This is an optimization exercise on Yosys and OpenROAD, whose aim is small area and a short achievable clock period, not a production implementation.
The RTL was checked by simulation tests, not by an equivalence proof against the original design.
No activity file was given, so power comes from the tool's default toggle rates.

==> flow/design.v (outline; a module is shown in full before it is edited, if it fits) <==
// module top_riscv_cpu: 235 lines
// module g_nor2: 3 lines
// module g_aoi222: 3 lines
// module g_nand4: 3 lines
// module g_nand3: 3 lines
// module g_nor3: 3 lines
// module g_nand2: 3 lines
// module sel31: 16 lines
// module sel64: 14 lines
// module ao8: 3 lines
// module g_aoi22: 3 lines
// module g_aoi221: 3 lines
// module g_aoi21: 3 lines
// module g_oai21: 3 lines
// module g_and2: 3 lines
// module g_or2: 3 lines
// module g_xor2: 3 lines
// module g_xnor2: 3 lines
// module g_inv: 3 lines
// module g_maj3: 3 lines
// module add32: 336 lines
// module sam64: 231 lines
// module g_mux2i: 3 lines
// module sam_lo: 6 lines
module top_riscv_cpu (
    input         clk, reset,
    input         Ext_MemWrite,
    input  [31:0] Ext_WriteData, Ext_DataAdr,
    input  [31:0] Instr,
    output        MemWrite,
    output [31:0] WriteData, DataAdr, ReadData,
    output [31:0] PC, Result
);
  // ...
==> flow/flow/run.sh <==
#!/bin/bash
# Standard ORFS layout (the standard.sh) with three changes:
#  - ports buffered with buf_2 instead of the default delay-buffer cell,
#  - CTS with larger sink clusters and no dummy loads,
#  - resizer free to swap cells of different footprints.
set -uo pipefail
cat >> config.mk <<'EOF'
export BUFFER_PORTS_ARGS = -buffer_cell sky130_fd_sc_hd__buf_2
export CTS_ARGS = -sink_clustering_enable -repair_clock_nets -dont_use_dummy_load -buf_list sky130_fd_sc_hd__clkbuf_16 -sink_clustering_size 24 -sink_clustering_max_diameter 110
EOF
sed -E 's#"\$\{@:-finish\}"#MATCH_CELL_FOOTPRINT=0 "${@:-finish}"#' standard.sh > my_standard.sh
bash my_standard.sh > flow_make.log 2>&1
==> flow/standard.sh <==
#!/bin/bash
# synth_recipe.tcl (not shown) runs the flow's synth.tcl, then flattens the netlist and writes it again
# the make line also repeats each setting of config.mk as NAME=value (left out here)
make -C /OpenROAD-flow-scripts/flow DESIGN_CONFIG=/design/flow/config.mk WORK_HOME=/design/flow/orfs CLKGATE_MAP_FILE= SYNTH_SCRIPT=/design/flow/synth_recipe.tcl "${@:-finish}"
==> flow/config.mk <==
export PLATFORM = sky130hd
export DESIGN_NAME = top_riscv_cpu
export DESIGN_NICKNAME = top_riscv_cpu
export VERILOG_FILES = /design/flow/design.v
export SDC_FILE = /design/flow/constraint.sdc
export NUM_CORES = 4
export LEC_CHECK = 0
export CAP_MARGIN = 20
export CORE_MARGIN = 2
export CORE_UTILIZATION = 55
export SETUP_SLACK_MARGIN = 5
export SLEW_MARGIN = 20
export SYNTH_HIERARCHICAL = 1
export BUFFER_PORTS_ARGS = -buffer_cell sky130_fd_sc_hd__buf_2
export CTS_ARGS = -sink_clustering_enable -repair_clock_nets -dont_use_dummy_load -buf_list sky130_fd_sc_hd__clkbuf_16 -sink_clustering_size 24 -sink_clustering_max_diameter 110
==> flow/constraint.sdc <==
create_clock -name core_clock -period 15.0 [get_ports {clk}]
set_input_delay 3.0000 -clock core_clock [delete_from_list [all_inputs] [get_ports {clk}]]
set_output_delay 3.0000 -clock core_clock [all_outputs]
set_load 0.01 [all_outputs]
==> flow_summary_export.csv, run 1 <==
group,metric,value,unit
setup_path,crit_top_cell,"buf_12",
floorplan,fp-row-count,178,
setup_path,worst_setup_path_end_kind,"output port",
power_and_ir_drop,p_leak,51.2,nW
clock_network,root_buffer,"clkbuf_16",
synth,synth_edf_count,3040,
global_routing,global_route.usage.met1,57.9,%
power_and_ir_drop,p_clk,4.30,mW
power_and_ir_drop,power.switching,7.37,mW
outcome,outcome,"complete, no violations",
setup_path,cp.arrival,8.43,ns
routing,routed-wl-met3,78000,um
power_and_ir_drop,power_leader,"registers",
power_and_ir_drop,power_density,138,nW/um2
flow_run,maxCapViolCount,0,
routing,dr_wl_met2,217000,um
synth,synth-adder-area-share,0.970,%
routing,ant_nets,0,
setup_path,crit_path_max_fanout,5,
global_routing,grt_util_met2,59.8,%
timing,max_freq,0.0875,GHz
clock_network,clock_latency,0.87,ns
floorplan,start_util,55.2,%
floorplan,die-area,239000,um2
placement,hpwl,334000,um
routing,wirelength,516000,um
==> module top_riscv_cpu, before the edit <==
module top_riscv_cpu (
    input         clk, reset,
    input         Ext_MemWrite,
    input  [31:0] Ext_WriteData, Ext_DataAdr,
    input  [31:0] Instr,
    output        MemWrite,
    output [31:0] WriteData, DataAdr, ReadData,
    output [31:0] PC, Result
);
wire [2:0] f3 = Instr[14:12];
wire [4:0] rd = Instr[11:7];
wire [4:0] a1 = Instr[19:15];
wire [4:0] a2 = Instr[24:20];
wire i2 = Instr[2], i3 = Instr[3], i4 = Instr[4], i5 = Instr[5], i6 = Instr[6];
wire is_load   = ~i6 & ~i4 & ~i5;
wire is_store  = ~i6 & ~i4 &  i5;
wire is_alu    = ~i6 &  i4 & ~i2;           
wire is_op     = is_alu & i5;
wire is_lui    = ~i6 &  i4 &  i2 &  i5;
wire is_auipc  = ~i6 &  i4 &  i2 & ~i5;
wire is_branch =  i6 & ~i2;
wire is_jal    =  i6 &  i3;
wire is_jalr   =  i6 &  i2 & ~i3;
wire is_jump   =  i6 &  i2;
wire reg_write = ~is_store & ~is_branch;
wire [31:0] imm_i = {{20{Instr[31]}}, Instr[31:20]};
wire [31:0] imm_s = {{20{Instr[31]}}, Instr[31:25], Instr[11:7]};
wire [31:0] imm_b = {{20{Instr[31]}}, Instr[7], Instr[30:25], Instr[11:8], 1'b0};
wire [31:0] imm_j = {{12{Instr[31]}}, Instr[19:12], Instr[20], Instr[30:21], 1'b0};
wire [31:0] imm_u = {Instr[31:12], 12'b0};
wire [31:0] imm_ls = is_store ? imm_s : imm_i;
reg  [31:0] pc_q;
reg  [31:0] rf   [1:31];
reg  [31:0] dmem [0:63];
wire [31:0] rs1, rs2;
wire [7:0]  rs1n_lo;      
wire [31:1] sel1, sel2;
genvar r, b, w, k;
generate
    for (r = 1; r < 32; r = r + 1) begin : g_rsel
        assign sel1[r] = (a1 == r);
        assign sel2[r] = (a2 == r);
    end
    for (b = 0; b < 32; b = b + 1) begin : g_rread
        wire [31:1] c;
        wire n1, n2;
        for (r = 1; r < 32; r = r + 1) begin : g_c
            assign c[r] = rf[r][b];
        end
        sel31 u2 (.sel(sel2), .d(c), .yn(n2));
        assign rs2[b] = ~n2;
        if (b < 8) begin : g_fast
            wire [15:0] l1;
            wire [7:0]  l2;
            wire [3:0]  l3;
            wire [1:0]  l4;
            for (k = 0; k < 16; k = k + 1) begin : g_l1
                g_mux2i u (.d0(k == 0 ? 1'b0 : c[(k == 0) ? 1 : 2*k]), .d1(c[2*k+1]), .s(a1[0]), .y(l1[k]));
            end
            for (k = 0; k < 8; k = k + 1) begin : g_l2
                g_mux2i u (.d0(l1[2*k]), .d1(l1[2*k+1]), .s(a1[1]), .y(l2[k]));
            end
            for (k = 0; k < 4; k = k + 1) begin : g_l3
                g_mux2i u (.d0(l2[2*k]), .d1(l2[2*k+1]), .s(a1[2]), .y(l3[k]));
            end
            for (k = 0; k < 2; k = k + 1) begin : g_l4
                g_mux2i u (.d0(l3[2*k]), .d1(l3[2*k+1]), .s(a1[3]), .y(l4[k]));
            end
            g_mux2i u5 (.d0(l4[0]), .d1(l4[1]), .s(a1[4]), .y(rs1n_lo[b]));
            assign rs1[b] = ~rs1n_lo[b];
        end else begin : g_slow
            sel31 u1 (.sel(sel1), .d(c), .yn(n1));
            assign rs1[b] = ~n1;
        end
    end
endgenerate
wire use_rs2 = (i5 & i4) | is_branch;
wire [31:0] opb = use_rs2 ? rs2 : imm_ls;
wire sub = (is_alu & ((f3[2:1] == 2'b01) | (i5 & (f3 == 3'b000) & Instr[30]))) | is_branch;
wire [31:0] sum;
wire        cout;
add32 u_add (.a(rs1), .b(opb ^ {32{sub}}), .cin(sub), .s(sum), .cout(cout));
wire ltu = ~cout;
wire lts = (rs1[31] ^ opb[31]) ? rs1[31] : ltu;
wire eq  = (sum == 32'b0);
wire        sll = ~f3[2];
wire [4:0]  shamt = opb[4:0];
wire [31:0] rs1_rev;
generate
    for (b = 0; b < 32; b = b + 1) begin : g_rev
        assign rs1_rev[b] = rs1[31-b];
    end
endgenerate
wire [31:0] sh_in = sll ? rs1_rev : rs1;
wire        sh_fill = ~sll & Instr[30] & rs1[31];
wire [63:0] sh_ext = {{32{sh_fill}}, sh_in};
wire [31:0] sh_r = sh_ext >> shamt;
wire [31:0] sh_rev;
generate
    for (b = 0; b < 32; b = b + 1) begin : g_rev2
        assign sh_rev[b] = sh_r[31-b];
    end
endgenerate
wire [31:0] sh_out = sll ? sh_rev : sh_r;
wire sadd = is_alu & (f3 == 3'b000);
wire ssh  = is_alu & (f3[1:0] == 2'b01);
wire sslt = is_alu & (f3[2:1] == 2'b01);
wire lt   = f3[0] ? ltu : lts;
wire [31:0] pc4     = pc_q + 32'd4;
wire [31:0] imm_pc  = i2 ? (i3 ? imm_j : imm_u) : imm_b;
wire [31:0] pc_imm  = pc_q + imm_pc;
wire        cmp     = f3[2] ? (f3[1] ? ltu : lts) : eq;
wire        taken   = is_jal | (is_branch & (cmp ^ f3[0]));
wire [31:0] pc_next = is_jalr ? sum : (taken ? pc_imm : pc4);
always @(posedge clk or posedge reset) begin
    if (reset) pc_q <= 32'b0;
    else       pc_q <= pc_next;
end
wire [31:0] early = ({32{is_alu & (f3 == 3'b100)}} & (rs1 ^ opb)) |
                    ({32{is_alu & (f3 == 3'b110)}} & (rs1 | opb)) |
                    ({32{is_alu & (f3 == 3'b111)}} & (rs1 & opb)) |
                    ({32{is_lui}}   & imm_u) |
                    ({32{is_auipc}} & pc_imm) |
                    ({32{is_jump}}  & pc4);
wire [1:0] alo = rs1[1:0];
wire [1:0] blo = imm_ls[1:0];
wire [1:0] byte_off = alo + blo;
wire [5:0] A = rs1[7:2];
wire [5:0] B = imm_ls[7:2];
wire [63:0] rsel;
wire [1:0] ok0;
sam_lo u_samlo (.an(rs1n_lo[2:0]), .b(imm_ls[2:0]), .ok(ok0));
sam64 u_sam (.An(rs1n_lo[7:2]), .B(B), .Bn(~B), .ok0(ok0), .sel(rsel));
wire [31:0] word;
generate
    for (b = 0; b < 32; b = b + 1) begin : g_mread
        wire [63:0] c;
        for (w = 0; w < 64; w = w + 1) begin : g_c
            assign c[w] = dmem[w][b];
        end
        sel64 u (.sel(rsel), .d(c), .y(word[b]));
    end
endgenerate
wire [31:0] res;
wire        ld  = is_load;
wire        nld = ~is_load;
wire        lw  = ld & f3[1];
wire        lbs = ld & ~f3[1] & ~f3[0] & ~f3[2];    
wire        lhs = ld & ~f3[1] &  f3[0] & ~f3[2];    
wire        lb  = ld & ~f3[1] & ~f3[0];             
wire        lh  = ld & ~f3[1] &  f3[0];             
wire [3:0]  off = 4'b0001 << byte_off;
wire s_lo0 = lw | ((lb | lh) & off[0]);
wire s_lo1 = lb & off[1];
wire s_lo2 = (lb | lh) & off[2];
wire s_lo3 = lb & off[3];
wire s_mi0 = lw | (lh & off[0]);
wire s_mi2 = lh & off[2];
wire sb7  = lbs & off[0];
wire sb15 = lbs & off[1];
wire sb23 = lbs & off[2];
wire sb31 = lbs & off[3];
wire sg7  = lbs & off[0];
wire sg15 = (lbs & off[1]) | (lhs & off[0]);
wire sg23 = lbs & off[2];
wire sg31 = (lbs & off[3]) | (lhs & off[2]);
generate
    for (b = 0; b < 8; b = b + 1) begin : g_res0
        wire p0, p1, p2, p3;
        g_aoi22  u0 (.a(s_lo0), .b(word[b]),    .c(s_lo1), .d(word[8+b]),  .y(p0));
        g_aoi22  u1 (.a(s_lo2), .b(word[16+b]), .c(s_lo3), .d(word[24+b]), .y(p1));
        g_aoi221 u2 (.a1(sadd), .a2(sum[b]), .b1(ssh), .b2(sh_out[b]), .c1(early[b]), .y(p2));
        if (b == 0) begin : g_slt
            g_nand2 u3 (.a(sslt), .b(lt), .y(p3));
        end else begin : g_noslt
            assign p3 = 1'b1;
        end
        if (b == 0) begin : g_n4
            g_nand4 u4 (.a(p0), .b(p1), .c(p2), .d(p3), .y(res[b]));
        end else begin : g_n3
            g_nand3 u4 (.a(p0), .b(p1), .c(p2), .y(res[b]));
        end
    end
    for (b = 8; b < 16; b = b + 1) begin : g_res1
        wire p0, p1, p2, p3;
        g_aoi22  u0 (.a(s_mi0), .b(word[b]),  .c(s_mi2), .d(word[16+b]), .y(p0));
        g_aoi22  u1 (.a(sb7),   .b(word[7]),  .c(sb15),  .d(word[15]),   .y(p1));
        g_aoi22  u2 (.a(sb23),  .b(word[23]), .c(sb31),  .d(word[31]),   .y(p2));
        g_aoi221 u3 (.a1(sadd), .a2(sum[b]), .b1(ssh), .b2(sh_out[b]), .c1(early[b]), .y(p3));
        g_nand4  u4 (.a(p0), .b(p1), .c(p2), .d(p3), .y(res[b]));
    end
    for (b = 16; b < 32; b = b + 1) begin : g_res2
        wire p0, p1, p2, p3;
        g_aoi22 u0 (.a(lw),   .b(word[b]),  .c(sg7),  .d(word[7]),  .y(p0));
        g_aoi22 u1 (.a(sg15), .b(word[15]), .c(sg23), .d(word[23]), .y(p1));
        g_aoi22 u2 (.a(sg31), .b(word[31]), .c(ssh),  .d(sh_out[b]), .y(p2));
        g_aoi21 u3 (.a1(sadd), .a2(sum[b]), .b1(early[b]), .y(p3));
        g_nand4 u4 (.a(p0), .b(p1), .c(p2), .d(p3), .y(res[b]));
    end
endgenerate
wire [31:0] wdata = reset ? Ext_WriteData : rs2;
wire [7:0]  lane0 = wdata[7:0];
wire [7:0]  lane1 = (f3[1] | f3[0] | reset) ? wdata[15:8] : wdata[7:0];
wire [7:0]  lane2 = (f3[1] | reset) ? wdata[23:16] : wdata[7:0];
wire [7:0]  lane3 = (f3[1] | reset) ? wdata[31:24] : ((f3[0]) ? wdata[15:8] : wdata[7:0]);
wire [3:0] be_core = f3[1] ? 4'b1111 :
                     f3[0] ? (byte_off == 2'b00 ? 4'b0011 : byte_off == 2'b10 ? 4'b1100 : 4'b0000) :
                             (4'b0001 << byte_off);
wire [5:0] ext_w = Ext_DataAdr[7:2];
generate
    for (w = 0; w < 64; w = w + 1) begin : g_mwrite
        wire wsel_ext  = reset & Ext_MemWrite & (ext_w == w);
        wire wsel_core = ~reset & is_store & rsel[w];
        always @(posedge clk) begin
            if (wsel_ext | (wsel_core & be_core[0])) dmem[w][7:0]   <= lane0;
            if (wsel_ext | (wsel_core & be_core[1])) dmem[w][15:8]  <= lane1;
            if (wsel_ext | (wsel_core & be_core[2])) dmem[w][23:16] <= lane2;
            if (wsel_ext | (wsel_core & be_core[3])) dmem[w][31:24] <= lane3;
        end
    end
endgenerate
generate
    for (r = 1; r < 32; r = r + 1) begin : g_rwrite
        always @(posedge clk) begin
            if (~reset & reg_write & (rd == r)) rf[r] <= res;
        end
    end
endgenerate
assign PC        = pc_q;
assign Result    = res;
assign ReadData  = res;          
assign MemWrite  = reset ? Ext_MemWrite : is_store;
assign DataAdr   = reset ? Ext_DataAdr : sum;
assign WriteData = reset ? Ext_WriteData : rs2;
endmodule
==> module sel31, before the edit <==
module sel31 (input [31:1] sel, input [31:1] d, output yn);
wire [10:0] p;
wire [2:0]  q;
genvar i;
generate
    for (i = 0; i < 10; i = i + 1) begin : g_p
        g_aoi222 u (.a(sel[3*i+1]), .b(d[3*i+1]), .c(sel[3*i+2]), .d(d[3*i+2]),
                    .e(sel[3*i+3]), .f(d[3*i+3]), .y(p[i]));
    end
endgenerate
g_nand2 u_p10 (.a(sel[31]), .b(d[31]), .y(p[10]));
g_nand4 u_q0 (.a(p[0]), .b(p[1]), .c(p[2]), .d(p[3]), .y(q[0]));
g_nand4 u_q1 (.a(p[4]), .b(p[5]), .c(p[6]), .d(p[7]), .y(q[1]));
g_nand3 u_q2 (.a(p[8]), .b(p[9]), .c(p[10]), .y(q[2]));
g_nor3  u_o  (.a(q[0]), .b(q[1]), .c(q[2]), .y(yn));
endmodule
==> inputs of run 2 (changes only) <==
--- a/flow/design.v
+++ b/flow/design.v
@@ -30,30 +30,30 @@
 wire [31:0] imm_u = {Instr[31:12], 12'b0};
 wire [31:0] imm_ls = is_store ? imm_s : imm_i;
 reg  [31:0] pc_q;
 reg  [31:0] rf   [1:31];
 reg  [31:0] dmem [0:63];
 wire [31:0] rs1, rs2;
 wire [7:0]  rs1n_lo;      
 wire [31:1] sel1, sel2;
+wire [31:0] rs2n;           
+dec31 u_dec1 (.a(a1), .sel(sel1));
+dec31 u_dec2 (.a(a2), .sel(sel2));
 genvar r, b, w, k;
 generate
-    for (r = 1; r < 32; r = r + 1) begin : g_rsel
-        assign sel1[r] = (a1 == r);
-        assign sel2[r] = (a2 == r);
-    end
     for (b = 0; b < 32; b = b + 1) begin : g_rread
         wire [31:1] c;
         wire n1, n2;
         for (r = 1; r < 32; r = r + 1) begin : g_c
             assign c[r] = rf[r][b];
         end
         sel31 u2 (.sel(sel2), .d(c), .yn(n2));
         assign rs2[b] = ~n2;
+        assign rs2n[b] = n2;
         if (b < 8) begin : g_fast
             wire [15:0] l1;
             wire [7:0]  l2;
             wire [3:0]  l3;
             wire [1:0]  l4;
             for (k = 0; k < 16; k = k + 1) begin : g_l1
                 g_mux2i u (.d0(k == 0 ? 1'b0 : c[(k == 0) ? 1 : 2*k]), .d1(c[2*k+1]), .s(a1[0]), .y(l1[k]));
             end
@@ -74,17 +74,24 @@
         end
     end
 endgenerate
 wire use_rs2 = (i5 & i4) | is_branch;
 wire [31:0] opb = use_rs2 ? rs2 : imm_ls;
 wire sub = (is_alu & ((f3[2:1] == 2'b01) | (i5 & (f3 == 3'b000) & Instr[30]))) | is_branch;
 wire [31:0] sum;
 wire        cout;
-add32 u_add (.a(rs1), .b(opb ^ {32{sub}}), .cin(sub), .s(sum), .cout(cout));
+wire [31:0] bx;              
+wire [31:0] immx = imm_ls ^ {32{sub}};
+generate
+    for (b = 0; b < 32; b = b + 1) begin : g_bx
+        g_bsel u (.s(use_rs2), .yn(rs2n[b]), .sub(sub), .d(immx[b]), .y(bx[b]));
+    end
+endgenerate
+add32 u_add (.a(rs1), .b(bx), .cin(sub), .s(sum), .cout(cout));
 wire ltu = ~cout;
 wire lts = (rs1[31] ^ opb[31]) ? rs1[31] : ltu;
 wire eq  = (sum == 32'b0);
 wire        sll = ~f3[2];
 wire [4:0]  shamt = opb[4:0];
 wire [31:0] rs1_rev;
 generate
     for (b = 0; b < 32; b = b + 1) begin : g_rev
@@ -123,27 +130,33 @@
                     ({32{is_auipc}} & pc_imm) |
                     ({32{is_jump}}  & pc4);
 wire [1:0] alo = rs1[1:0];
 wire [1:0] blo = imm_ls[1:0];
 wire [1:0] byte_off = alo + blo;
 wire [5:0] A = rs1[7:2];
 wire [5:0] B = imm_ls[7:2];
 wire [63:0] rsel;
-wire [1:0] ok0;
-sam_lo u_samlo (.an(rs1n_lo[2:0]), .b(imm_ls[2:0]), .ok(ok0));
-sam64 u_sam (.An(rs1n_lo[7:2]), .B(B), .Bn(~B), .ok0(ok0), .sel(rsel));
+wire [1:0] ok0a, ok0b;
+sam_lo u_samlo_a (.an(rs1n_lo[2:0]), .b(imm_ls[2:0]), .ok(ok0a));
+sam_lo u_samlo_b (.an(rs1n_lo[2:0]), .b(imm_ls[2:0]), .ok(ok0b));
+sam64 u_sam (.An(rs1n_lo[7:2]), .B(B), .Bn(~B), .ok0a(ok0a), .ok0b(ok0b), .sel(rsel));
 wire [31:0] word;
+wire [3:0]  wsg1, wsg2;      
 generate
     for (b = 0; b < 32; b = b + 1) begin : g_mread
         wire [63:0] c;
         for (w = 0; w < 64; w = w + 1) begin : g_c
             assign c[w] = dmem[w][b];
         end
-        sel64 u (.sel(rsel), .d(c), .y(word[b]));
+        if (b % 8 == 7) begin : g_sgn
+            sel64x u (.sel(rsel), .d(c), .y(word[b]), .y2(wsg1[b/8]), .y3(wsg2[b/8]));
+        end else begin : g_plain
+            sel64 u (.sel(rsel), .d(c), .y(word[b]));
+        end
     end
 endgenerate
 wire [31:0] res;
 wire        ld  = is_load;
 wire        nld = ~is_load;
 wire        lw  = ld & f3[1];
 wire        lbs = ld & ~f3[1] & ~f3[0] & ~f3[2];    
 wire        lhs = ld & ~f3[1] &  f3[0] & ~f3[2];    
@@ -179,26 +192,26 @@
             g_nand4 u4 (.a(p0), .b(p1), .c(p2), .d(p3), .y(res[b]));
         end else begin : g_n3
             g_nand3 u4 (.a(p0), .b(p1), .c(p2), .y(res[b]));
         end
     end
     for (b = 8; b < 16; b = b + 1) begin : g_res1
         wire p0, p1, p2, p3;
         g_aoi22  u0 (.a(s_mi0), .b(word[b]),  .c(s_mi2), .d(word[16+b]), .y(p0));
-        g_aoi22  u1 (.a(sb7),   .b(word[7]),  .c(sb15),  .d(word[15]),   .y(p1));
-        g_aoi22  u2 (.a(sb23),  .b(word[23]), .c(sb31),  .d(word[31]),   .y(p2));
+        g_aoi22  u1 (.a(sb7),   .b(wsg1[0]),  .c(sb15),  .d(wsg1[1]),   .y(p1));
+        g_aoi22  u2 (.a(sb23),  .b(wsg1[2]),  .c(sb31),  .d(wsg1[3]),   .y(p2));
         g_aoi221 u3 (.a1(sadd), .a2(sum[b]), .b1(ssh), .b2(sh_out[b]), .c1(early[b]), .y(p3));
         g_nand4  u4 (.a(p0), .b(p1), .c(p2), .d(p3), .y(res[b]));
     end
     for (b = 16; b < 32; b = b + 1) begin : g_res2
         wire p0, p1, p2, p3;
-        g_aoi22 u0 (.a(lw),   .b(word[b]),  .c(sg7),  .d(word[7]),  .y(p0));
-        g_aoi22 u1 (.a(sg15), .b(word[15]), .c(sg23), .d(word[23]), .y(p1));
-        g_aoi22 u2 (.a(sg31), .b(word[31]), .c(ssh),  .d(sh_out[b]), .y(p2));
+        g_aoi22 u0 (.a(lw),   .b(word[b]),  .c(sg7),  .d(wsg2[0]),  .y(p0));
+        g_aoi22 u1 (.a(sg15), .b(wsg2[1]),  .c(sg23), .d(wsg2[2]),  .y(p1));
+        g_aoi22 u2 (.a(sg31), .b(wsg2[3]),  .c(ssh),  .d(sh_out[b]), .y(p2));
         g_aoi21 u3 (.a1(sadd), .a2(sum[b]), .b1(early[b]), .y(p3));
         g_nand4 u4 (.a(p0), .b(p1), .c(p2), .d(p3), .y(res[b]));
     end
 endgenerate
 wire [31:0] wdata = reset ? Ext_WriteData : rs2;
 wire [7:0]  lane0 = wdata[7:0];
 wire [7:0]  lane1 = (f3[1] | f3[0] | reset) ? wdata[15:8] : wdata[7:0];
 wire [7:0]  lane2 = (f3[1] | reset) ? wdata[23:16] : wdata[7:0];
@@ -247,44 +260,52 @@
 endmodule
 module g_nor3 (input a, b, c, output y);
 assign y = ~(a | b | c);
 endmodule
 module g_nand2 (input a, b, output y);
 assign y = ~(a & b);
 endmodule
 module sel31 (input [31:1] sel, input [31:1] d, output yn);
-wire [10:0] p;
-wire [2:0]  q;
+wire [3:0] q;
+ao8 u0 (.s({sel[7:1], 1'b0}), .d({d[7:1], 1'b0}), .y(q[0]));
+ao8 u1 (.s(sel[15:8]),  .d(d[15:8]),  .y(q[1]));
+ao8 u2 (.s(sel[23:16]), .d(d[23:16]), .y(q[2]));
+ao8 u3 (.s(sel[31:24]), .d(d[31:24]), .y(q[3]));
+g_nor4 u_o (.a(q[0]), .b(q[1]), .c(q[2]), .d(q[3]), .y(yn));
+endmodule
+module sel64 (input [63:0] sel, input [63:0] d, output y);
+wire [7:0] q;
+wire [3:0] n;
 genvar i;
 generate
-    for (i = 0; i < 10; i = i + 1) begin : g_p
-        g_aoi222 u (.a(sel[3*i+1]), .b(d[3*i+1]), .c(sel[3*i+2]), .d(d[3*i+2]),
-                    .e(sel[3*i+3]), .f(d[3*i+3]), .y(p[i]));
+    for (i = 0; i < 8; i = i + 1) begin : g_q
+        ao8 u (.s(sel[8*i+7:8*i]), .d(d[8*i+7:8*i]), .y(q[i]));
+    end
+    for (i = 0; i < 4; i = i + 1) begin : g_n
+        g_nor2 u (.a(q[2*i]), .b(q[2*i+1]), .y(n[i]));
     end
 endgenerate
-g_nand2 u_p10 (.a(sel[31]), .b(d[31]), .y(p[10]));
-g_nand4 u_q0 (.a(p[0]), .b(p[1]), .c(p[2]), .d(p[3]), .y(q[0]));
-g_nand4 u_q1 (.a(p[4]), .b(p[5]), .c(p[6]), .d(p[7]), .y(q[1]));
-g_nand3 u_q2 (.a(p[8]), .b(p[9]), .c(p[10]), .y(q[2]));
-g_nor3  u_o  (.a(q[0]), .b(q[1]), .c(q[2]), .y(yn));
+g_nand4 u_o (.a(n[0]), .b(n[1]), .c(n[2]), .d(n[3]), .y(y));
 endmodule
-module sel64 (input [63:0] sel, input [63:0] d, output y);
+module sel64x (input [63:0] sel, input [63:0] d, output y, y2, y3);
 wire [7:0] q;
 wire [3:0] n;
 genvar i;
 generate
     for (i = 0; i < 8; i = i + 1) begin : g_q
         ao8 u (.s(sel[8*i+7:8*i]), .d(d[8*i+7:8*i]), .y(q[i]));
     end
     for (i = 0; i < 4; i = i + 1) begin : g_n
         g_nor2 u (.a(q[2*i]), .b(q[2*i+1]), .y(n[i]));
     end
 endgenerate
-g_nand4 u_o (.a(n[0]), .b(n[1]), .c(n[2]), .d(n[3]), .y(y));
+g_nand4 u_o  (.a(n[0]), .b(n[1]), .c(n[2]), .d(n[3]), .y(y));
+g_nand4 u_o2 (.a(n[0]), .b(n[1]), .c(n[2]), .d(n[3]), .y(y2));
+g_nand4 u_o3 (.a(n[0]), .b(n[1]), .c(n[2]), .d(n[3]), .y(y3));
 endmodule
 module ao8 (input [7:0] s, input [7:0] d, output y);
 assign y = |(s & d);
 endmodule
 module g_aoi22 (input a, b, c, d, output y);
 assign y = ~((a & b) | (c & d));
 endmodule
 module g_aoi221 (input a1, a2, b1, b2, c1, output y);
@@ -645,17 +666,17 @@
     g_xnor2 u_s26 (.a(n27), .b(n293), .y(s[26]));
     g_xnor2 u_s27 (.a(n28), .b(n294), .y(s[27]));
     g_xnor2 u_s28 (.a(n29), .b(n295), .y(s[28]));
     g_xnor2 u_s29 (.a(n30), .b(n296), .y(s[29]));
     g_xnor2 u_s30 (.a(n31), .b(n297), .y(s[30]));
     g_xnor2 u_s31 (.a(n32), .b(n298), .y(s[31]));
     assign cout = n300;
 endmodule
-module sam64 (input [5:0] An, B, Bn, input [1:0] ok0, output [63:0] sel);
+module sam64 (input [5:0] An, B, Bn, input [1:0] ok0a, ok0b, output [63:0] sel);
     wire n1, n2, n3, n4, n5, n6, n7, n8, n9, n10, n11, n12, n13, n14, n15, n16, n17, n18, n19, n20, n21, n22, n23, n24, n25, n26, n27, n28, n29, n30, n31, n32, n33, n34, n35, n36, n37, n38, n39, n40, n41, n42, n43, n44, n45, n46, n47, n48, n49, n50, n51, n52, n53, n54, n55, n56, n57, n58, n59, n60, n61, n62, n63, n64, n65, n66, n67, n68, n69, n70, n71, n72, n73, n74, n75, n76, n77, n78, n79, n80, n81, n82, n83, n84, n85, n86, n87, n88, n89, n90, n91, n92, n93, n94, n95, n96, n97, n98, n99, n100, n101, n102, n103, n104, n105, n106, n107, n108, n109, n110, n111, n112, n113, n114, n115, n116, n117, n118, n119, n120, n121, n122, n123, n124, n125, n126, n127, n128, n129, n130, n131, n132, n133, n134, n135, n136, n137, n138, n139, n140, n141, n142, n143, n144, n145, n146, n147, n148, n149, n150, n151, n152, n153, n154, n155, n156, n157, n158, n159, n160, n161, n162, n163, n164;
     g_xnor2 u_n1 (.a(An[0]), .b(B[0]), .y(n1));
     g_xnor2 u_n2 (.a(An[1]), .b(B[1]), .y(n2));
     g_xnor2 u_n3 (.a(An[2]), .b(B[2]), .y(n3));
     g_xnor2 u_n4 (.a(An[3]), .b(B[3]), .y(n4));
     g_xnor2 u_n5 (.a(An[4]), .b(B[4]), .y(n5));
     g_xnor2 u_n6 (.a(An[5]), .b(B[5]), .y(n6));
     g_nor2 u_n7 (.a(An[0]), .b(Bn[0]), .y(n7));
@@ -683,143 +704,143 @@
     g_xnor2 u_n29 (.a(n5), .b(n26), .y(n29));
     g_xor2 u_n30 (.a(n5), .b(n26), .y(n30));
     g_nor2 u_n31 (.a(An[4]), .b(Bn[4]), .y(n31));
     g_nand2 u_n32 (.a(An[4]), .b(Bn[4]), .y(n32));
     g_xnor2 u_n33 (.a(n6), .b(n31), .y(n33));
     g_xor2 u_n34 (.a(n6), .b(n31), .y(n34));
     g_xnor2 u_n35 (.a(n6), .b(n32), .y(n35));
     g_xor2 u_n36 (.a(n6), .b(n32), .y(n36));
-    g_nand3 u_n37 (.a(ok0[0]), .b(n11), .c(n17), .y(n37));
+    g_nand3 u_n37 (.a(ok0a[0]), .b(n11), .c(n17), .y(n37));
     g_nand3 u_n38 (.a(n23), .b(n29), .c(n35), .y(n38));
-    g_nand3 u_n39 (.a(ok0[1]), .b(n9), .c(n17), .y(n39));
+    g_nand3 u_n39 (.a(ok0a[1]), .b(n9), .c(n17), .y(n39));
     g_nand3 u_n40 (.a(n23), .b(n29), .c(n35), .y(n40));
-    g_nand3 u_n41 (.a(ok0[0]), .b(n12), .c(n15), .y(n41));
+    g_nand3 u_n41 (.a(ok0a[0]), .b(n12), .c(n15), .y(n41));
     g_nand3 u_n42 (.a(n23), .b(n29), .c(n35), .y(n42));
-    g_nand3 u_n43 (.a(ok0[1]), .b(n10), .c(n15), .y(n43));
+    g_nand3 u_n43 (.a(ok0a[1]), .b(n10), .c(n15), .y(n43));
     g_nand3 u_n44 (.a(n23), .b(n29), .c(n35), .y(n44));
-    g_nand3 u_n45 (.a(ok0[0]), .b(n11), .c(n18), .y(n45));
+    g_nand3 u_n45 (.a(ok0a[0]), .b(n11), .c(n18), .y(n45));
     g_nand3 u_n46 (.a(n21), .b(n29), .c(n35), .y(n46));
-    g_nand3 u_n47 (.a(ok0[1]), .b(n9), .c(n18), .y(n47));
+    g_nand3 u_n47 (.a(ok0a[1]), .b(n9), .c(n18), .y(n47));
     g_nand3 u_n48 (.a(n21), .b(n29), .c(n35), .y(n48));
-    g_nand3 u_n49 (.a(ok0[0]), .b(n12), .c(n16), .y(n49));
+    g_nand3 u_n49 (.a(ok0a[0]), .b(n12), .c(n16), .y(n49));
     g_nand3 u_n50 (.a(n21), .b(n29), .c(n35), .y(n50));
-    g_nand3 u_n51 (.a(ok0[1]), .b(n10), .c(n16), .y(n51));
+    g_nand3 u_n51 (.a(ok0a[1]), .b(n10), .c(n16), .y(n51));
     g_nand3 u_n52 (.a(n21), .b(n29), .c(n35), .y(n52));
-    g_nand3 u_n53 (.a(ok0[0]), .b(n11), .c(n17), .y(n53));
+    g_nand3 u_n53 (.a(ok0a[0]), .b(n11), .c(n17), .y(n53));
     g_nand3 u_n54 (.a(n24), .b(n27), .c(n35), .y(n54));
-    g_nand3 u_n55 (.a(ok0[1]), .b(n9), .c(n17), .y(n55));
+    g_nand3 u_n55 (.a(ok0a[1]), .b(n9), .c(n17), .y(n55));
     g_nand3 u_n56 (.a(n24), .b(n27), .c(n35), .y(n56));
-    g_nand3 u_n57 (.a(ok0[0]), .b(n12), .c(n15), .y(n57));
+    g_nand3 u_n57 (.a(ok0a[0]), .b(n12), .c(n15), .y(n57));
     g_nand3 u_n58 (.a(n24), .b(n27), .c(n35), .y(n58));
-    g_nand3 u_n59 (.a(ok0[1]), .b(n10), .c(n15), .y(n59));
+    g_nand3 u_n59 (.a(ok0a[1]), .b(n10), .c(n15), .y(n59));
     g_nand3 u_n60 (.a(n24), .b(n27), .c(n35), .y(n60));
-    g_nand3 u_n61 (.a(ok0[0]), .b(n11), .c(n18), .y(n61));
+    g_nand3 u_n61 (.a(ok0a[0]), .b(n11), .c(n18), .y(n61));
     g_nand3 u_n62 (.a(n22), .b(n27), .c(n35), .y(n62));
-    g_nand3 u_n63 (.a(ok0[1]), .b(n9), .c(n18), .y(n63));
+    g_nand3 u_n63 (.a(ok0a[1]), .b(n9), .c(n18), .y(n63));
     g_nand3 u_n64 (.a(n22), .b(n27), .c(n35), .y(n64));
-    g_nand3 u_n65 (.a(ok0[0]), .b(n12), .c(n16), .y(n65));
+    g_nand3 u_n65 (.a(ok0a[0]), .b(n12), .c(n16), .y(n65));
     g_nand3 u_n66 (.a(n22), .b(n27), .c(n35), .y(n66));
-    g_nand3 u_n67 (.a(ok0[1]), .b(n10), .c(n16), .y(n67));
+    g_nand3 u_n67 (.a(ok0a[1]), .b(n10), .c(n16), .y(n67));
     g_nand3 u_n68 (.a(n22), .b(n27), .c(n35), .y(n68));
-    g_nand3 u_n69 (.a(ok0[0]), .b(n11), .c(n17), .y(n69));
+    g_nand3 u_n69 (.a(ok0a[0]), .b(n11), .c(n17), .y(n69));
     g_nand3 u_n70 (.a(n23), .b(n30), .c(n33), .y(n70));
-    g_nand3 u_n71 (.a(ok0[1]), .b(n9), .c(n17), .y(n71));
+    g_nand3 u_n71 (.a(ok0a[1]), .b(n9), .c(n17), .y(n71));
     g_nand3 u_n72 (.a(n23), .b(n30), .c(n33), .y(n72));
-    g_nand3 u_n73 (.a(ok0[0]), .b(n12), .c(n15), .y(n73));
+    g_nand3 u_n73 (.a(ok0a[0]), .b(n12), .c(n15), .y(n73));
     g_nand3 u_n74 (.a(n23), .b(n30), .c(n33), .y(n74));
-    g_nand3 u_n75 (.a(ok0[1]), .b(n10), .c(n15), .y(n75));
+    g_nand3 u_n75 (.a(ok0a[1]), .b(n10), .c(n15), .y(n75));
     g_nand3 u_n76 (.a(n23), .b(n30), .c(n33), .y(n76));
-    g_nand3 u_n77 (.a(ok0[0]), .b(n11), .c(n18), .y(n77));
+    g_nand3 u_n77 (.a(ok0a[0]), .b(n11), .c(n18), .y(n77));
     g_nand3 u_n78 (.a(n21), .b(n30), .c(n33), .y(n78));
-    g_nand3 u_n79 (.a(ok0[1]), .b(n9), .c(n18), .y(n79));
+    g_nand3 u_n79 (.a(ok0a[1]), .b(n9), .c(n18), .y(n79));
     g_nand3 u_n80 (.a(n21), .b(n30), .c(n33), .y(n80));
-    g_nand3 u_n81 (.a(ok0[0]), .b(n12), .c(n16), .y(n81));
+    g_nand3 u_n81 (.a(ok0a[0]), .b(n12), .c(n16), .y(n81));
     g_nand3 u_n82 (.a(n21), .b(n30), .c(n33), .y(n82));
-    g_nand3 u_n83 (.a(ok0[1]), .b(n10), .c(n16), .y(n83));
+    g_nand3 u_n83 (.a(ok0a[1]), .b(n10), .c(n16), .y(n83));
     g_nand3 u_n84 (.a(n21), .b(n30), .c(n33), .y(n84));
-    g_nand3 u_n85 (.a(ok0[0]), .b(n11), .c(n17), .y(n85));
+    g_nand3 u_n85 (.a(ok0a[0]), .b(n11), .c(n17), .y(n85));
     g_nand3 u_n86 (.a(n24), .b(n28), .c(n33), .y(n86));
-    g_nand3 u_n87 (.a(ok0[1]), .b(n9), .c(n17), .y(n87));
+    g_nand3 u_n87 (.a(ok0a[1]), .b(n9), .c(n17), .y(n87));
     g_nand3 u_n88 (.a(n24), .b(n28), .c(n33), .y(n88));
-    g_nand3 u_n89 (.a(ok0[0]), .b(n12), .c(n15), .y(n89));
+    g_nand3 u_n89 (.a(ok0a[0]), .b(n12), .c(n15), .y(n89));
     g_nand3 u_n90 (.a(n24), .b(n28), .c(n33), .y(n90));
-    g_nand3 u_n91 (.a(ok0[1]), .b(n10), .c(n15), .y(n91));
+    g_nand3 u_n91 (.a(ok0a[1]), .b(n10), .c(n15), .y(n91));
     g_nand3 u_n92 (.a(n24), .b(n28), .c(n33), .y(n92));
-    g_nand3 u_n93 (.a(ok0[0]), .b(n11), .c(n18), .y(n93));
+    g_nand3 u_n93 (.a(ok0a[0]), .b(n11), .c(n18), .y(n93));
     g_nand3 u_n94 (.a(n22), .b(n28), .c(n33), .y(n94));
-    g_nand3 u_n95 (.a(ok0[1]), .b(n9), .c(n18), .y(n95));
+    g_nand3 u_n95 (.a(ok0a[1]), .b(n9), .c(n18), .y(n95));
     g_nand3 u_n96 (.a(n22), .b(n28), .c(n33), .y(n96));
-    g_nand3 u_n97 (.a(ok0[0]), .b(n12), .c(n16), .y(n97));
+    g_nand3 u_n97 (.a(ok0a[0]), .b(n12), .c(n16), .y(n97));
     g_nand3 u_n98 (.a(n22), .b(n28), .c(n33), .y(n98));
-    g_nand3 u_n99 (.a(ok0[1]), .b(n10), .c(n16), .y(n99));
+    g_nand3 u_n99 (.a(ok0a[1]), .b(n10), .c(n16), .y(n99));
     g_nand3 u_n100 (.a(n22), .b(n28), .c(n33), .y(n100));
-    g_nand3 u_n101 (.a(ok0[0]), .b(n11), .c(n17), .y(n101));
+    g_nand3 u_n101 (.a(ok0b[0]), .b(n11), .c(n17), .y(n101));
     g_nand3 u_n102 (.a(n23), .b(n29), .c(n36), .y(n102));
-    g_nand3 u_n103 (.a(ok0[1]), .b(n9), .c(n17), .y(n103));
+    g_nand3 u_n103 (.a(ok0b[1]), .b(n9), .c(n17), .y(n103));
     g_nand3 u_n104 (.a(n23), .b(n29), .c(n36), .y(n104));
-    g_nand3 u_n105 (.a(ok0[0]), .b(n12), .c(n15), .y(n105));
+    g_nand3 u_n105 (.a(ok0b[0]), .b(n12), .c(n15), .y(n105));
     g_nand3 u_n106 (.a(n23), .b(n29), .c(n36), .y(n106));
-    g_nand3 u_n107 (.a(ok0[1]), .b(n10), .c(n15), .y(n107));
+    g_nand3 u_n107 (.a(ok0b[1]), .b(n10), .c(n15), .y(n107));
     g_nand3 u_n108 (.a(n23), .b(n29), .c(n36), .y(n108));
-    g_nand3 u_n109 (.a(ok0[0]), .b(n11), .c(n18), .y(n109));
+    g_nand3 u_n109 (.a(ok0b[0]), .b(n11), .c(n18), .y(n109));
     g_nand3 u_n110 (.a(n21), .b(n29), .c(n36), .y(n110));
-    g_nand3 u_n111 (.a(ok0[1]), .b(n9), .c(n18), .y(n111));
+    g_nand3 u_n111 (.a(ok0b[1]), .b(n9), .c(n18), .y(n111));
     g_nand3 u_n112 (.a(n21), .b(n29), .c(n36), .y(n112));
-    g_nand3 u_n113 (.a(ok0[0]), .b(n12), .c(n16), .y(n113));
+    g_nand3 u_n113 (.a(ok0b[0]), .b(n12), .c(n16), .y(n113));
     g_nand3 u_n114 (.a(n21), .b(n29), .c(n36), .y(n114));
-    g_nand3 u_n115 (.a(ok0[1]), .b(n10), .c(n16), .y(n115));
+    g_nand3 u_n115 (.a(ok0b[1]), .b(n10), .c(n16), .y(n115));
     g_nand3 u_n116 (.a(n21), .b(n29), .c(n36), .y(n116));
-    g_nand3 u_n117 (.a(ok0[0]), .b(n11), .c(n17), .y(n117));
+    g_nand3 u_n117 (.a(ok0b[0]), .b(n11), .c(n17), .y(n117));
     g_nand3 u_n118 (.a(n24), .b(n27), .c(n36), .y(n118));
-    g_nand3 u_n119 (.a(ok0[1]), .b(n9), .c(n17), .y(n119));
+    g_nand3 u_n119 (.a(ok0b[1]), .b(n9), .c(n17), .y(n119));
     g_nand3 u_n120 (.a(n24), .b(n27), .c(n36), .y(n120));
-    g_nand3 u_n121 (.a(ok0[0]), .b(n12), .c(n15), .y(n121));
+    g_nand3 u_n121 (.a(ok0b[0]), .b(n12), .c(n15), .y(n121));
     g_nand3 u_n122 (.a(n24), .b(n27), .c(n36), .y(n122));
-    g_nand3 u_n123 (.a(ok0[1]), .b(n10), .c(n15), .y(n123));
+    g_nand3 u_n123 (.a(ok0b[1]), .b(n10), .c(n15), .y(n123));
     g_nand3 u_n124 (.a(n24), .b(n27), .c(n36), .y(n124));
-    g_nand3 u_n125 (.a(ok0[0]), .b(n11), .c(n18), .y(n125));
+    g_nand3 u_n125 (.a(ok0b[0]), .b(n11), .c(n18), .y(n125));
     g_nand3 u_n126 (.a(n22), .b(n27), .c(n36), .y(n126));
-    g_nand3 u_n127 (.a(ok0[1]), .b(n9), .c(n18), .y(n127));
+    g_nand3 u_n127 (.a(ok0b[1]), .b(n9), .c(n18), .y(n127));
     g_nand3 u_n128 (.a(n22), .b(n27), .c(n36), .y(n128));
-    g_nand3 u_n129 (.a(ok0[0]), .b(n12), .c(n16), .y(n129));
+    g_nand3 u_n129 (.a(ok0b[0]), .b(n12), .c(n16), .y(n129));
     g_nand3 u_n130 (.a(n22), .b(n27), .c(n36), .y(n130));
-    g_nand3 u_n131 (.a(ok0[1]), .b(n10), .c(n16), .y(n131));
+    g_nand3 u_n131 (.a(ok0b[1]), .b(n10), .c(n16), .y(n131));
     g_nand3 u_n132 (.a(n22), .b(n27), .c(n36), .y(n132));
-    g_nand3 u_n133 (.a(ok0[0]), .b(n11), .c(n17), .y(n133));
+    g_nand3 u_n133 (.a(ok0b[0]), .b(n11), .c(n17), .y(n133));
     g_nand3 u_n134 (.a(n23), .b(n30), .c(n34), .y(n134));
-    g_nand3 u_n135 (.a(ok0[1]), .b(n9), .c(n17), .y(n135));
+    g_nand3 u_n135 (.a(ok0b[1]), .b(n9), .c(n17), .y(n135));
     g_nand3 u_n136 (.a(n23), .b(n30), .c(n34), .y(n136));
-    g_nand3 u_n137 (.a(ok0[0]), .b(n12), .c(n15), .y(n137));
+    g_nand3 u_n137 (.a(ok0b[0]), .b(n12), .c(n15), .y(n137));
     g_nand3 u_n138 (.a(n23), .b(n30), .c(n34), .y(n138));
-    g_nand3 u_n139 (.a(ok0[1]), .b(n10), .c(n15), .y(n139));
+    g_nand3 u_n139 (.a(ok0b[1]), .b(n10), .c(n15), .y(n139));
     g_nand3 u_n140 (.a(n23), .b(n30), .c(n34), .y(n140));
-    g_nand3 u_n141 (.a(ok0[0]), .b(n11), .c(n18), .y(n141));
+    g_nand3 u_n141 (.a(ok0b[0]), .b(n11), .c(n18), .y(n141));
     g_nand3 u_n142 (.a(n21), .b(n30), .c(n34), .y(n142));
-    g_nand3 u_n143 (.a(ok0[1]), .b(n9), .c(n18), .y(n143));
+    g_nand3 u_n143 (.a(ok0b[1]), .b(n9), .c(n18), .y(n143));
     g_nand3 u_n144 (.a(n21), .b(n30), .c(n34), .y(n144));
-    g_nand3 u_n145 (.a(ok0[0]), .b(n12), .c(n16), .y(n145));
+    g_nand3 u_n145 (.a(ok0b[0]), .b(n12), .c(n16), .y(n145));
     g_nand3 u_n146 (.a(n21), .b(n30), .c(n34), .y(n146));
-    g_nand3 u_n147 (.a(ok0[1]), .b(n10), .c(n16), .y(n147));
+    g_nand3 u_n147 (.a(ok0b[1]), .b(n10), .c(n16), .y(n147));
     g_nand3 u_n148 (.a(n21), .b(n30), .c(n34), .y(n148));
-    g_nand3 u_n149 (.a(ok0[0]), .b(n11), .c(n17), .y(n149));
+    g_nand3 u_n149 (.a(ok0b[0]), .b(n11), .c(n17), .y(n149));
     g_nand3 u_n150 (.a(n24), .b(n28), .c(n34), .y(n150));
-    g_nand3 u_n151 (.a(ok0[1]), .b(n9), .c(n17), .y(n151));
+    g_nand3 u_n151 (.a(ok0b[1]), .b(n9), .c(n17), .y(n151));
     g_nand3 u_n152 (.a(n24), .b(n28), .c(n34), .y(n152));
-    g_nand3 u_n153 (.a(ok0[0]), .b(n12), .c(n15), .y(n153));
+    g_nand3 u_n153 (.a(ok0b[0]), .b(n12), .c(n15), .y(n153));
     g_nand3 u_n154 (.a(n24), .b(n28), .c(n34), .y(n154));
-    g_nand3 u_n155 (.a(ok0[1]), .b(n10), .c(n15), .y(n155));
+    g_nand3 u_n155 (.a(ok0b[1]), .b(n10), .c(n15), .y(n155));
     g_nand3 u_n156 (.a(n24), .b(n28), .c(n34), .y(n156));
-    g_nand3 u_n157 (.a(ok0[0]), .b(n11), .c(n18), .y(n157));
+    g_nand3 u_n157 (.a(ok0b[0]), .b(n11), .c(n18), .y(n157));
     g_nand3 u_n158 (.a(n22), .b(n28), .c(n34), .y(n158));
-    g_nand3 u_n159 (.a(ok0[1]), .b(n9), .c(n18), .y(n159));
+    g_nand3 u_n159 (.a(ok0b[1]), .b(n9), .c(n18), .y(n159));
     g_nand3 u_n160 (.a(n22), .b(n28), .c(n34), .y(n160));
-    g_nand3 u_n161 (.a(ok0[0]), .b(n12), .c(n16), .y(n161));
+    g_nand3 u_n161 (.a(ok0b[0]), .b(n12), .c(n16), .y(n161));
     g_nand3 u_n162 (.a(n22), .b(n28), .c(n34), .y(n162));
-    g_nand3 u_n163 (.a(ok0[1]), .b(n10), .c(n16), .y(n163));
+    g_nand3 u_n163 (.a(ok0b[1]), .b(n10), .c(n16), .y(n163));
     g_nand3 u_n164 (.a(n22), .b(n28), .c(n34), .y(n164));
     g_nor2 u_sel0 (.a(n37), .b(n38), .y(sel[0]));
     g_nor2 u_sel1 (.a(n39), .b(n40), .y(sel[1]));
     g_nor2 u_sel2 (.a(n41), .b(n42), .y(sel[2]));
     g_nor2 u_sel3 (.a(n43), .b(n44), .y(sel[3]));
     g_nor2 u_sel4 (.a(n45), .b(n46), .y(sel[4]));
     g_nor2 u_sel5 (.a(n47), .b(n48), .y(sel[5]));
     g_nor2 u_sel6 (.a(n49), .b(n50), .y(sel[6]));
@@ -885,8 +906,34 @@
 assign y = ~(s ? d1 : d0);
 endmodule
 module sam_lo (input [2:0] an, input [2:0] b, output [1:0] ok);
 wire [2:0] a = ~an;
 wire c2 = (a[1] & b[1]) | ((a[1] | b[1]) & a[0] & b[0]);
 assign ok[0] = ~(a[2] ^ b[2] ^ c2);
 assign ok[1] =  (a[2] ^ b[2] ^ c2);
 endmodule
+module g_bsel (input s, yn, sub, d, output y);
+assign y = s ? ~(yn ^ sub) : d;
+endmodule
+module dec31 (input [4:0] a, output [31:1] sel);
+wire [4:0] an;
+wire [3:0] ln;
+wire [7:0] hn;
+genvar i;
+generate
+    for (i = 0; i < 5; i = i + 1) begin : g_i
+        g_inv u (.a(a[i]), .y(an[i]));
+    end
+    for (i = 0; i < 4; i = i + 1) begin : g_l
+        g_nand2 u (.a((i % 2) ? a[0] : an[0]), .b(((i / 2) % 2) ? a[1] : an[1]), .y(ln[i]));
+    end
+    for (i = 0; i < 8; i = i + 1) begin : g_h
+        g_nand3 u (.a((i % 2) ? a[2] : an[2]), .b(((i / 2) % 2) ? a[3] : an[3]), .c(((i / 4) % 2) ? a[4] : an[4]), .y(hn[i]));
+    end
+    for (i = 1; i < 32; i = i + 1) begin : g_s
+        g_nor2 u (.a(ln[i % 4]), .b(hn[i / 4]), .y(sel[i]));
+    end
+endgenerate
+endmodule
+module g_nor4 (input a, b, c, d, output y);
+assign y = ~(a | b | c | d);
+endmodule
==> flow/flow/run.sh (replaced) <==
#!/bin/bash
# Standard ORFS layout (the standard.sh) with three changes:
#  - ports buffered with buf_2 instead of the default delay-buffer cell,
#  - CTS with larger sink clusters and no dummy loads,
#  - resizer free to swap cells of different footprints.
set -uo pipefail
cat >> config.mk <<'EOF'
export BUFFER_PORTS_ARGS = -buffer_cell sky130_fd_sc_hd__buf_2
export CTS_ARGS = -sink_clustering_enable -repair_clock_nets -dont_use_dummy_load -buf_list sky130_fd_sc_hd__clkbuf_16 -sink_clustering_size 20 -sink_clustering_max_diameter 100
EOF
sed -E 's#"\$\{@:-finish\}"#MATCH_CELL_FOOTPRINT=0 "${@:-finish}"#' standard.sh > my_standard.sh
bash my_standard.sh > flow_make.log 2>&1
==> flow/config.mk (replaced) <==
export PLATFORM = sky130hd
export DESIGN_NAME = top_riscv_cpu
export DESIGN_NICKNAME = top_riscv_cpu
export VERILOG_FILES = /design/flow/design.v
export SDC_FILE = /design/flow/constraint.sdc
export NUM_CORES = 4
export LEC_CHECK = 0
export CAP_MARGIN = 20
export CORE_MARGIN = 2
export CORE_UTILIZATION = 55
export SETUP_SLACK_MARGIN = 5
export SLEW_MARGIN = 20
export SYNTH_HIERARCHICAL = 1
export BUFFER_PORTS_ARGS = -buffer_cell sky130_fd_sc_hd__buf_2
export CTS_ARGS = -sink_clustering_enable -repair_clock_nets -dont_use_dummy_load -buf_list sky130_fd_sc_hd__clkbuf_16 -sink_clustering_size 20 -sink_clustering_max_diameter 100
==> run 2 against run 1 <==
- core utilization rose by 2.3 points
- die area rose by 1.9%
- via count rose by 3.3%
- worst setup slack improved by 0.28 ns
- wire length rose by 2.6%
- critical endpoint is now Result[1]
- sequential power barely moved
==> flow_summary_export.csv, run 2 <==
group,metric,value,unit
synth,synth_xor_area_share,1.32,%
worst_hold_path,min_from,"pc_q[0]$_DFFE_PP0P_",
timing,finClkSkew,0.0990,ns
synth,yosysUniqueCellTypes,91,
synth,syn_area_per_cell,14.8,um2
setup_path,startpoint,"Instr[15]",
placement,place_congestion,1.03,
synth,netlist_instances,8914,
synth,yosys.area_share.simple,7.21,%
routing,first_pass_iters,8,
synth,synth.area.mux_share,3.31,%
setup_path,cp-start-kind,"input pin",
timing,relSlewSlack,11.6,%
floorplan,ios,260,
global_routing,grt_start_max_net_pins,67,
synth,synth.area.top_cells,"edfxtp_1 (69%), a22oi_1 (11%), nand4_1 (2.6%)",
synth,synth-adder-area-share,0.960,%
floorplan,die-area,244000,um2
placement,hpwl,342000,um
setup_path,cp.arrival,8.15,ns
clock_network,path_clk_slew,0.07,ns
timing,max_freq,0.0897,GHz
synth,ys_ff_latch,3072,
power_and_ir_drop,p_leak,53.5,nW
floorplan,die_x,494,um
timing,fin_setup_tns,0,ns
synth,yosysTopAreaCellShare,69.2,%
cells_and_area,final_cell_mix,"edfxtp_1 (3,040), a22oi_1 (1,779), buf_4 (962), nand4_1 (554), nand2_1 (334)",
cells_and_area,register_area,92100,um2
timing,fin_crit_sh,74.3,%
outcome,outcome,"complete, no violations",
clock_network,cts_max_path_buffers,3,
cells_and_area,multi_input_area,46900,um2
cells_and_area,syn2layout_area_growth,24.0,%
setup_path,cp.required,12.00,ns
power_and_ir_drop,p_seq_share,45.1,%
placement,port-buffer-count,257,
power_and_ir_drop,total_power,22.3,mW
routing,via_count,99400,
timing,hold_viol,0,
cells_and_area,reg_top3,"dmem: 2048 flops, rf: 992 flops, pc_q: 32 flops",
flow_run,maxCapViolCount,0,
routing,drt-initial-drc-count,16800,
routing,avgRoutedWirePerCell,38.3,um
placement,dpl_worst_slack,0.966,ns
clock_network,hold_buffers,0,
cells_and_area,drive_gt1_share,29.5,%
clock_network,cts.sinks,3072,
routing,avgViaCountPerCell,7.18,
cells_and_area,fin_cells,13800,
setup_path,crit_path_max_fanout,7,
setup_path,worst_setup_path_end_kind,"output port",
global_routing,antenna_found_initial,53,
power_and_ir_drop,pwr-share-comb,34.0,%
synth,synth.cell_area,132000,um2
clock_network,clock_latency,0.89,ns
floorplan,start_util,55.4,%
synth,ys.flop_type,"edfxtp_1",
global_routing,overflow,0,
power_and_ir_drop,power_density,136,nW/um2
floorplan,core,238000,um2
cells_and_area,utilization,68.7,%
global_routing,grt_pass1_vias,91100,
floorplan,die_h,494,um
power_and_ir_drop,power.switching,7.74,mW
synth,ys_warn_count,9,
worst_hold_path,hold_path_class,"flop to flop",
synth,seq_area_frac_synth,69.8,%
synth,synth_edf_count,3040,
placement,dp_cells,12800,
setup_path,path_class,"input pin to output port",
cells_and_area,n_fill_cell,16400,
cells_and_area,layout_commonest_cell,"edfxtp_1",
cells_and_area,regMostFlops,"dmem",
clock_network,root_buffer,"clkbuf_16",
power_and_ir_drop,switching_share,34.7,%
timing,finalSetupViolations,0,
cells_and_area,fin_area,164000,um2
synth,synth_top_cells_by_count,"edfxtp_1 (3,040), a22oi_1 (1,929), nand4_1 (554)",
synth,yosys.area.top_type,"edfxtp_1",
power_and_ir_drop,p_int,14.6,mW
timing,setup_slack,3.85,ns
cells_and_area,largest_reg_flops,2048,
setup_path,rr_startpoint,"rf[10][0]$_DFFE_PP_",
timing,timing.hold.ws,0.579,ns
timing,min_period,11.15,ns
global_routing,grt.total_usage,42.1,%
floorplan,fp-row-count,179,
power_and_ir_drop,vdd_drop_max,0.000119,V
timing,tightest_slew,1.31,ns
routing,ant_nets,0,
synth,yosysMostFrequentCell,"edfxtp_1",
placement,dpl_cell_area,143000,um2
clock_network,numCtsBuffers,173,
clock_network,htreeDepth,4,
global_routing,grt_pass1_wl,712000,um
timing,rsz0062_at_grt,"true",
cells_and_area,final_nets,10800,
synth,synth_compound_area_share,16.3,%
synth,synth_top_family_by_area,"compound AO/OA/AOI/OAI gates",
routing,drcViolationCount,0,
clock_network,tritoncts,"yes",
power_and_ir_drop,clkPwrFrac,20.9,%
timing,maxSlewViolCount,0,
routing,wirelength,530000,um
synth,async_reset_ff_share,1.04,%
==> run 2: what timing repair did <==
| action | CTS | global route |
|---|---|---|
| pin swaps | 435 | 337 |
| endpoints found under the setup margin | 564 | 92 |
| gates cloned | 63 | 18 |
| gates resized for setup | 1115 | 439 |
| setup buffers | 591 | 193 |
==> run 2: final timing paths <==
path | slack [ns] | end | cells past startpoint
setup / recovery | 3.85 | Result[1] | 25
hold / removal | 0.58 | pc_q[0]$_DFFE_PP0P_ | 2
setup reg to reg | 8.28 | pc_q[18]$_DFF_PP0_ | 28
hold reg to reg | 0.58 | pc_q[0]$_DFFE_PP0P_ | 2
max in group asynchronous | 11.67 | pc_q[0]$_DFFE_PP0P_ | 4
min in group asynchronous | 2.92 | pc_q[28]$_DFF_PP0_ | 4
==> run 2: layout make-up <==
type,instances,share of cell area [%]
Clock buffer,173,2.64
Timing Repair Buffer,1640,9.63
Antenna cell,32,0.0489
Multi-Input combinational cell,5636,28.7
Inverter,114,0.326
Sequential cell,3072,56.3
Tap cell,3167,2.42
Timing Repair inverter,2,0.00917
==> run 2: metal layers <==
metal	vias up	global-route usage [%]	wire [um]
met5	-	0.548	617
li1	40400	-	-
met1	50200	58.5	195000
met2	7494	59.9	223000
met3	1259	16.1	83800
met4	40	16.8	27500
==> run 2: modules after synthesis (local to each module, per instance), a selection <==
| module | cells | times used | flops+latches | cell area, um2 |
|---|---|---|---|---|
| top_riscv_cpu | 5102 | 1 | 3072 | 104000 |
| g_aoi221 | 1 | 16 | 0 | 15.0 |
| g_aoi22 | 1 | 88 | 0 | 12.5 |
| g_nor4 | 1 | 56 | 0 | 12.5 |
| g_mux2i | 1 | 248 | 0 | 10.0 |
| g_xor2 | 1 | 54 | 0 | 8.76 |
| g_xnor2 | 1 | 35 | 0 | 8.76 |
| g_aoi21 | 1 | 91 | 0 | 8.76 |
| g_nand4 | 1 | 65 | 0 | 6.26 |
| g_and2 | 1 | 31 | 0 | 6.26 |
| g_nand3 | 1 | 151 | 0 | 5.00 |
| g_nand2 | 1 | 68 | 0 | 3.75 |
| g_nor2 | 1 | 303 | 0 | 3.75 |
==> run 2: cell families (layout without fill, tap and decap cells) <==
kind of cell | count (synthesis) | after routing
AOI/OAI and AO/OA | 2944 | 2944
adders and majority gates | 101 | 101
muxes | 401 | 401
xor gates and xnor gates | 199 | 203
and+or+nand+nor | 1848 | 1867
other | 57 | 152
buffers and inverters | 292 | 1929
DFF | 3072 | 3072
==> run 2: power groups by stage <==
stage / combinational (mW) / sequential (mW) / clock [mW]
3_3_place_gp: 5.19 / 10.2 / 0
4_1_cts: 6.72 / 10.0 / 4.66
5_1_grt: 7.66 / 10.1 / 4.94
2_1_floorplan: 2.68 / 10.3 / 0
6_report: 7.58 / 10.1 / 4.66
3_5_place_dp: 5.25 / 10.2 / 0
==> run 2: worst max-delay path: stages <==
cell       delay, ns
buf_16          0.14
buf_16          0.15
mux2i_1         0.20
mux2i_1         0.11
mux2i_1         0.31
mux2i_2         0.20
mux2i_1         0.18
buf_4           0.17
inv_2           0.04
maj3_4          0.42
xnor2_4         0.25
buf_6           0.19
nand3_4         0.08
nor2_4          0.07
buf_6           0.13
clkbuf_16       0.15
buf_4           0.13
a22oi_2         0.13
nand4_1         0.28
nor2_4          0.38
nand4_1         0.49
a22oi_2         0.44
nand3_4         0.12
buf_12          0.19
buf_6           0.13
==> inputs of run 3 (changes only) <==
--- a/flow/design.v
+++ b/flow/design.v
@@ -266,10 +266,18 @@
 endmodule
 module sel31 (input [31:1] sel, input [31:1] d, output yn);
-wire [3:0] q;
-ao8 u0 (.s({sel[7:1], 1'b0}), .d({d[7:1], 1'b0}), .y(q[0]));
-ao8 u1 (.s(sel[15:8]),  .d(d[15:8]),  .y(q[1]));
-ao8 u2 (.s(sel[23:16]), .d(d[23:16]), .y(q[2]));
-ao8 u3 (.s(sel[31:24]), .d(d[31:24]), .y(q[3]));
-g_nor4 u_o (.a(q[0]), .b(q[1]), .c(q[2]), .d(q[3]), .y(yn));
+wire [10:0] p;
+wire [2:0]  q;
+genvar i;
+generate
+    for (i = 0; i < 10; i = i + 1) begin : g_p
+        g_aoi222 u (.a(sel[3*i+1]), .b(d[3*i+1]), .c(sel[3*i+2]), .d(d[3*i+2]),
+                    .e(sel[3*i+3]), .f(d[3*i+3]), .y(p[i]));
+    end
+endgenerate
+g_nand2 u_p10 (.a(sel[31]), .b(d[31]), .y(p[10]));
+g_nand4 u_q0 (.a(p[0]), .b(p[1]), .c(p[2]), .d(p[3]), .y(q[0]));
+g_nand4 u_q1 (.a(p[4]), .b(p[5]), .c(p[6]), .d(p[7]), .y(q[1]));
+g_nand3 u_q2 (.a(p[8]), .b(p[9]), .c(p[10]), .y(q[2]));
+g_nor3  u_o  (.a(q[0]), .b(q[1]), .c(q[2]), .y(yn));
 endmodule
 module sel64 (input [63:0] sel, input [63:0] d, output y);
@@ -935,5 +943,2 @@
 endgenerate
 endmodule
-module g_nor4 (input a, b, c, d, output y);
-assign y = ~(a | b | c | d);
-endmodule
==> run 3 against run 2 <==
- still clean on timing, DRC and antenna
- critical path depth is 5 lower
- total power is 1.9% lower
- first-iteration DRC count is 14% higher
- count of clock-buffer cells in the layout is 1 higher
- non-clock buffer count is 213 lower
- sequential power hardly changed
- sequential cell count stayed put
- global-route usage is 0.69 points higher
- clock skew is 0.030 ns higher
==> flow_summary_export.csv, run 3 <==
group,metric,value,unit
cells_and_area,final_nets,10200,
synth,synth_edf_count,3040,
global_routing,grt_start_max_net_pins,79,
global_routing,antenna_found_initial,51,
cells_and_area,regMostFlops,"dmem",
cells_and_area,largest_reg_flops,2048,
synth,ys_ff_latch,3072,
timing,hold_viol,0,
worst_hold_path,hold_path_class,"flop to flop",
synth,ys.flop_type,"edfxtp_1",
power_and_ir_drop,power.switching,7.54,mW
power_and_ir_drop,switching_share,34.5,%
clock_network,htreeDepth,4,
global_routing,grt_util_met2,58.5,%
setup_path,cp.required,12.00,ns
outcome,outcome,"complete, no violations",
setup_path,path_class,"input pin to output port",
clock_network,tritoncts,"yes",
placement,place_congestion,1.00,
synth,netlist_instances,8522,
power_and_ir_drop,p_leak,51.5,nW
clock_network,hold_buffers,0,
worst_hold_path,holdPathStages,2,
synth,synth.area.top_cells,"edfxtp_1 (70%), a22oi_1 (6.0%), a222oi_1 (4.4%)",
timing,fin_setup_tns,0,ns
timing,max_freq,0.0849,GHz
synth,synth.cell_area,130000,um2
global_routing,grt_pass1_vias,90000,
routing,via_count,97700,
cells_and_area,syn2layout_area_growth,20.6,%
timing,tightest_slew,1.42,ns
floorplan,start_util,55.3,%
global_routing,global_route.usage.met1,59.4,%
routing,ant_nets,0,
power_and_ir_drop,power_density,139,nW/um2
clock_network,root_buffer,"clkbuf_16",
setup_path,crit_slowest_cell,"a222oi_1",
floorplan,ios,260,
worst_hold_path,hold_end,"pc_q[0]$_DFFE_PP0P_",
cells_and_area,layout_commonest_cell,"edfxtp_1",
global_routing,grt_pass1_wl,715000,um
floorplan,die-area,241000,um2
routing,avgRoutedWirePerCell,40.2,um
timing,min_period,11.78,ns
clock_network,clock_latency,0.89,ns
timing,rsz0062_at_grt,"true",
setup_path,cp_slowest_stage_delay,1.08,ns
synth,async_reset_ff_share,1.04,%
cells_and_area,drive_gt1_share,26.6,%
## run 3: layer usage
metal / wire length [um] / part of all wire [%]
met5: 624 / 0.12
met4: 33400 / 6.3
met3: 90700 / 17
met2: 214000 / 40
met1: 191000 / 36
## run 3: per-module statistics from Yosys (local to each module, per instance), excerpt
module / flip-flops and latches / cells inside
g_nand3: 0 / 1
g_nand4: 0 / 1
ao8: 0 / 5
g_aoi221: 0 / 1
g_bsel: 0 / 2
g_xor2: 0 / 1
g_maj3: 0 / 1
sam_lo: 0 / 6
g_inv: 0 / 1
g_and2: 0 / 1
g_oai21: 0 / 1
g_mux2i: 0 / 1
g_aoi22: 0 / 1
## run 3: worst max path at each step
stage	start	slack (ns)	to
finish	Instr[24]	3.22	Result[13]
global route	Instr[24]	3.44	Result[12]
CTS	Instr[21]	3.91	Result[13]
detailed placement	Instr[15]	1.18	ReadData[14]
global placement	Instr[15]	1.23	ReadData[14]
floorplan	Instr[6]	4.26	Result[15]
## run 3: logic make-up (layout without fill, tap and decap cells)
logic type | Yosys count | in the layout | share of synthesized area [%]
buf+inv | 292 | 1716 | 0.989
flops | 3072 | 3072 | 70.7
simple gates | 1848 | 1878 | 7.04
mux | 401 | 401 | 3.36
xor+xnor | 199 | 205 | 1.34
fa+ha+maj | 101 | 101 | 0.973
compound gates | 2608 | 2608 | 15.6
other cells | 1 | 31 | 0.00288
## run 3: timing repair
action / CTS / global route
gates resized for setup: 811 / 167
endpoints found under the setup margin: 412 / 94
buffers inserted: 498 / 108
pin swaps: 359 / 167
gates cloned: 56 / 2
## run 3: per-stage QoR
stage | hold WS (ns) | total power [mW] | cell area [um2] | cells | util, %
floorplan | 0.527 | 12.9 | 132000 | 8529 | -
global placement | 0.552 | 15.4 | 142000 | 12300 | 60.2
detailed placement | 0.563 | 15.5 | 142000 | 12300 | 60.2
CTS | 0.581 | 21.2 | 155000 | 13000 | 66.0
global route | 0.605 | 22.2 | 157000 | 13100 | 66.7
finish | 0.578 | 21.9 | 157000 | 13200 | 66.7
## run 3: tightest hold or removal path: stages (launching register included)
cell and delay (ns):
dfrtp_1 0.42, nand2_1 0.07, nand2_1 0.06
## run 3: power by group through the flow
stage / combinational (mW) / clock [mW] / sequential (mW)
6_report: 7.13 / 4.67 / 10.1
3_5_place_dp: 5.22 / 0 / 10.3
2_1_floorplan: 2.67 / 0 / 10.3
5_1_grt: 7.21 / 4.95 / 10.1
3_3_place_gp: 5.15 / 0 / 10.2
4_1_cts: 6.46 / 4.67 / 10.1
## run 3: cell type report
type	count	area, um2
diodes	23	57.6
well taps	3150	3940
multi-input cells	5201	43300
repair inverters	1	5.00
clock buffers	174	4350
flip-flops and latches	3072	92100
repair buffers	1427	12800
fillers	16700	78300
inverters	114	524

static timing again, ports no longer ideal:
The results above use ideal ports. As a check the final layouts listed here were re-extracted and re-timed, cells and wires unchanged. Step 1: set_driving_cell puts a clkbuf_16 on clk and a buf_2 on each other input, an assumption about the parent block. Step 2 times the ports against the registers' clock, not the clock port: input delays grow and output delays shrink by t, the midpoint of the rising clock arrivals with the driver on. Three values: ideal, step 1, step 2; two values: the first two.
| run | shift t [ns] | setup WS [ns] | cell pins on the clock port's net |
|---|---|---|---|
| run 1 | 0.909 | 3.574 / 3.284 / 3.284 | 1 |
| run 2 | 0.934 | 3.849 / 3.346 / 3.346 | 1 |
| run 3 | 0.928 | 3.224 / 3.123 / 3.123 | 1 |
After both steps setup and hold are still met in every run listed. For run 2, which loses most, drivers alone change the setup slack by -0.503 ns; drivers and shift together by -0.503 ns.
